What follows belongs to an exercise in optimizing a design on an open flow for small area; a production flow would make more cautious choices. In this exercise RTL edits were held to simulation tests only and were not proved equivalent to the original. No driver is modelled on the clock port, so clocking that relies on it looks cheaper here than on a real chip. Power is estimated from default activity; no workload was simulated.

== run 1 ==
==> flow/design.v <==
module task4_2(output [95:0] yout,
               output done,
               input data, start, clk);
  reg  [5:0]  s;        
  reg  [31:0] d;        
  reg  [15:0] g;        
  wire all5  = &s[4:0];
  wire run   = ~all5;
  wire first = ~s[5] & s[3] & ~s[2] & s[0];
  assign done = all5 & s[5];
  always @(posedge clk or posedge start)
    if (start) s <= 6'b011011;
    else       s <= {s[4:0], ~(s[5] ^ s[0]) | all5};
  always @(posedge clk)
    if (run) d <= {data, d[31:1]};
  wire x   = d[31] ^ g[15];     
  wire upd = ~done & ~first;    
  wire [15:0] gn = {~(g[14] ^ x), g[13:2], ~(g[1] ^ x), g[0], x};
  always @(posedge clk)
    g <= ({16{done}} & g) | ({16{upd}} & gn);
  wire [15:0] r = ~g;
  wire [34:0] dz = {d, 3'b000};            
  wire [31:0] tz = dz[32:1] ^ dz[31:0];    
  wire [31:0] fo = dz[34:3] ^ tz;
  wire [31:0] fe = fo ^ dz[33:2];
  wire [18:0] q  = {d[29], d[30], d[31], r};
  wire [15:0] tq = q[18:3] ^ q[17:2];      
  wire [15:0] co = q[15:0] ^ tq;
  wire [15:0] ce = co ^ q[16:1];
  assign yout = {fo[15], fe[15], fo[11], fe[11], fo[7], fe[7], fo[3], fe[3],
                 fo[14], fe[14], fo[10], fe[10], fo[6], fe[6], fo[2], fe[2],
                 fo[13], fe[13], fo[9], fe[9], fo[5], fe[5], fo[1], fe[1],
                 fo[12], fe[12], fo[8], fe[8], fo[4], fe[4], fo[0], fe[0],
                 fo[31], fe[31], fo[27], fe[27], fo[23], fe[23], fo[19], fe[19],
                 fo[30], fe[30], fo[26], fe[26], fo[22], fe[22], fo[18], fe[18],
                 fo[29], fe[29], fo[25], fe[25], fo[21], fe[21], fo[17], fe[17],
                 fo[28], fe[28], fo[24], fe[24], fo[20], fe[20], fo[16], fe[16],
                 co[0], ce[0], co[4], ce[4], co[8], ce[8], co[12], ce[12],
                 co[1], ce[1], co[5], ce[5], co[9], ce[9], co[13], ce[13],
                 co[2], ce[2], co[6], ce[6], co[10], ce[10], co[14], ce[14],
                 co[3], ce[3], co[7], ce[7], co[11], ce[11], co[15], ce[15]};
endmodule
clock: 7.0 ns
lec_check: 0
cap_margin: 0
core_margin: 2
core_utilization: 40
slew_margin: 0
standard.sh (not shown) runs the stock make flow with config.mk's settings and CLKGATE_MAP_FILE= SYNTH_SCRIPT=/design/flow/synth_recipe.tcl, a recipe that flattens the netlist after the stock synthesis.
==> flow/flow/run.sh <==
#!/bin/bash
# The standard layout with these changes:
#  - after the standard synthesis, flow/xorsyn.py rebuilds the netlist's
#    XOR network (the convolutional-code outputs) with fewer gates; the
#    registers and all other cells are kept as synthesised;
#  - the port buffers are the smallest buffer cell;
#  - before clock tree synthesis, flow/pre_cts.tcl lets the clock port drive
#    three clock buffers, one per group of nearby registers; clock tree
#    synthesis then has nothing to add and adds no dummy loads.
set -uo pipefail
R=orfs/results/${FLOW_PLATFORM}/task4_2/base
KNOBS=("BUFFER_PORTS_ARGS=-buffer_cell sky130_fd_sc_hd__buf_1"
       "CTS_ARGS=-sink_clustering_enable -repair_clock_nets -dont_use_dummy_load -clk_nets clk"
       "PRE_CTS_TCL=$PWD/flow/pre_cts.tcl")
bash standard.sh "${KNOBS[@]}" synth > synth.log 2>&1 || { tail -n 30 synth.log; exit 1; }
cp "$R/1_2_yosys.v" "$R/1_2_yosys_abc.v"
python3 flow/xorsyn.py "$R/1_2_yosys_abc.v" "$R/1_2_yosys.v" > xorsyn.log 2>&1 || { cat xorsyn.log; exit 1; }
cat xorsyn.log
rm -f "$R/1_synth.odb" "$R/1_synth.sdc"
bash standard.sh "${KNOBS[@]}" finish > standard.log 2>&1
rc=$?
tail -n 30 standard.log
exit $rc
==> flow/flow/pre_cts.tcl <==
# The clock port drives a few clock buffers directly; each buffer drives the
# clock pins of one group of registers (groups by k-means on the register
# positions) and sits at its group's centre. Clock tree synthesis then only
# sees the port's net, whose sinks are these buffers.
set cell sky130_fd_sc_hd__clkbuf_8
set k 3
set block [ord::get_db_block]
set dbu [$block getDbUnitsPerMicron]
set net [$block findNet clk]
set pins {}
foreach it [$net getITerms] {
  set box [[$it getInst] getBBox]
  lappend pins [list [$it getInst] [$it getMTerm] \
    [expr {([$box xMin] + [$box xMax]) / 2.0 / $dbu}] \
    [expr {([$box yMin] + [$box yMax]) / 2.0 / $dbu}]]
}
# k-means, started from points spread along x
set sorted [lsort -real -index 2 $pins]
set n [llength $sorted]
set cx {}
set cy {}
for {set i 0} {$i < $k} {incr i} {
  set p [lindex $sorted [expr {int(($i + 0.5) * $n / $k)}]]
  lappend cx [lindex $p 2]
  lappend cy [lindex $p 3]
}
for {set iter 0} {$iter < 50} {incr iter} {
  set groups {}
  for {set i 0} {$i < $k} {incr i} { lappend groups {} }
  foreach p $pins {
    set best 0
    set bd 1e30
    for {set i 0} {$i < $k} {incr i} {
      set d [expr {abs([lindex $p 2] - [lindex $cx $i]) + abs([lindex $p 3] - [lindex $cy $i])}]
      if {$d < $bd} { set bd $d; set best $i }
    }
    lset groups $best [concat [lindex $groups $best] [list $p]]
  }
  for {set i 0} {$i < $k} {incr i} {
    set g [lindex $groups $i]
    if {[llength $g] == 0} continue
    set sx 0.0; set sy 0.0
    foreach p $g { set sx [expr {$sx + [lindex $p 2]}]; set sy [expr {$sy + [lindex $p 3]}] }
    lset cx $i [expr {$sx / [llength $g]}]
    lset cy $i [expr {$sy / [llength $g]}]
  }
}
for {set i 0} {$i < $k} {incr i} {
  set g [lindex $groups $i]
  if {[llength $g] == 0} continue
  set loads {}
  foreach p $g {
    lappend loads [get_pins "[[lindex $p 0] getName]/[[lindex $p 1] getName]"]
  }
  puts "pre_cts: clock buffer $i for [llength $g] clock pins at ([lindex $cx $i], [lindex $cy $i])"
  insert_buffer -buffer_cell $cell -net clk -load_pins $loads \
    -location [list [lindex $cx $i] [lindex $cy $i]] \
    -buffer_name clkleaf$i -net_name clk_leaf$i
}
Other scripts of this flow, unchanged in this note and not shown: flow/flow/xorsyn.py
## Diff of input files: run 2 against run 1
- CAP_MARGIN: 0 -> 20
- SLEW_MARGIN: 0 -> 20
==> flow/flow/clkbuf.py (new file) <==
#!/usr/bin/env python3
"""Put one clock buffer between the clock port and every clock pin.

Usage: clkbuf.py IN.v OUT.v PORT CELL
"""
import re
import sys

src, dst, port, cell = sys.argv[1:5]
text = open(src).read()
net = f'{port}_buf'
n = len(re.findall(r'\.CLK\(\s*' + re.escape(port) + r'\s*\)', text))
text = re.sub(r'\.CLK\(\s*' + re.escape(port) + r'\s*\)', f'.CLK({net})', text)
i = text.rindex('endmodule')
text = (text[:i] + f'  wire {net};\n  {cell} _clkroot_ (.A({port}), .X({net}));\n'
        + text[i:])
open(dst, 'w').write(text)
print(f'clkbuf: {n} clock pins now on {cell}')
[summary]
As far as total non-filler cell area in the finished layout goes, run 1 and run 2 are indistinguishable; the numbers are identical.
Run 1 and run 2 ended up with nearly the same synthesized area per cell.
Per the comparison of run 2 with run 1, post-CTS setup buffer count essentially unchanged, total inserted antenna cells neither gained nor lost much, wire length on met3 shows no meaningful change, fraction of the cycle the final worst path needs now sits at about the same level.
Setup changes, run 2 to run 3
- CORE_UTILIZATION: 40 -> 55
- PLACE_DENSITY: unset -> 0.75
removed: flow/flow/clkbuf.py
### Flow results
[compare] base=run 2 new=run 3: sequential share of cell area rose by 0.45 points; total instance count after detailed placement down 29.
Compared with run 2, run 3 shows a higher achievable frequency.
Die area of run 3 falls short of that of run 2 by more than a quarter.
After detailed routing, run 2 needs more wire than run 3.
Clock skew was lower in run 2 than in run 3.
Compared with run 2, run 3 ends up with less cell area.
The total via count in the routed design in run 3 was higher than what run 2 gave.
Compared with run 2, run 3 is the more power-hungry design.
### run 3 -> run 4
- PLACE_DENSITY no longer set, was 0.75
- CORE_UTILIZATION now 40, was 55
-- flow/flow/run.sh --
<<< run 3, line 2
# The standard layout with these changes:
>>> run 4, line 2
# The standard layout with three changes:
<<< run 3, line 7
#  - before clock tree synthesis, flow/pre_cts.tcl lets the clock port drive
#    three clock buffers, one per group of nearby registers; clock tree
#    synthesis then has nothing to add and adds no dummy loads.
>>> run 4, line 7
#  - clock tree synthesis adds no dummy load cells.
==> flow/flow/clkbuf.py (new file) <==
#!/usr/bin/env python3
"""Put one clock buffer between the clock port and every clock pin.

Usage: clkbuf.py IN.v OUT.v PORT CELL
"""
import re
import sys

src, dst, port, cell = sys.argv[1:5]
text = open(src).read()
net = f'{port}_buf'
n = len(re.findall(r'\.CLK\(\s*' + re.escape(port) + r'\s*\)', text))
text = re.sub(r'\.CLK\(\s*' + re.escape(port) + r'\s*\)', f'.CLK({net})', text)
i = text.rindex('endmodule')
text = (text[:i] + f'  wire {net};\n  {cell} _clkroot_ (.A({port}), .X({net}));\n'
        + text[i:])
open(dst, 'w').write(text)
print(f'clkbuf: {n} clock pins now on {cell}')
-- flow/flow/pre_cts.tcl --
<<< run 3, line 6
set k 3
>>> run 4, line 6
set k 4
--- outcome ---
Run 4: done, clean on timing, DRC and antenna. Taking run 3 as the reference, in run 4 via count saw little to no change, total power consumption of the routed design saw an increase, core area saw an increase. Against run 3, the final cell area of run 4 is higher. Register share of the cell area ended up 0.62 points lower on run 4 than on run 3. Post-detailed-routing wire length: run 4 worse than run 3.

## afterwards: timing with drivers on the ports
In the flow no input, the clock included, has a driving cell. The finished layouts below were timed again as built, in two steps. Step 1 assumes that a clkbuf_16 drives the clock port and a buf_2 every other input. Step 2 also shifts input and output timing later by t, the mid clock arrival at the registers, as if the neighbouring blocks saw the same clock. Slacks: ideal ports / drivers / drivers and shift; pairs: ideal ports / drivers.
run | t, ns | setup WS [ns] | pins driven straight from the clock port
run 1 | 0.211 | 3.811 / 3.761 / 3.972 | 3
run 2 | 0.211 | 3.811 / 3.761 / 3.972 | 3
run 3 | 0.201 | 3.826 / 3.781 / 3.981 | 3
run 4 | 0.205 | 3.844 / 3.784 / 3.989 | 4
After both steps every run listed still meets setup and hold.
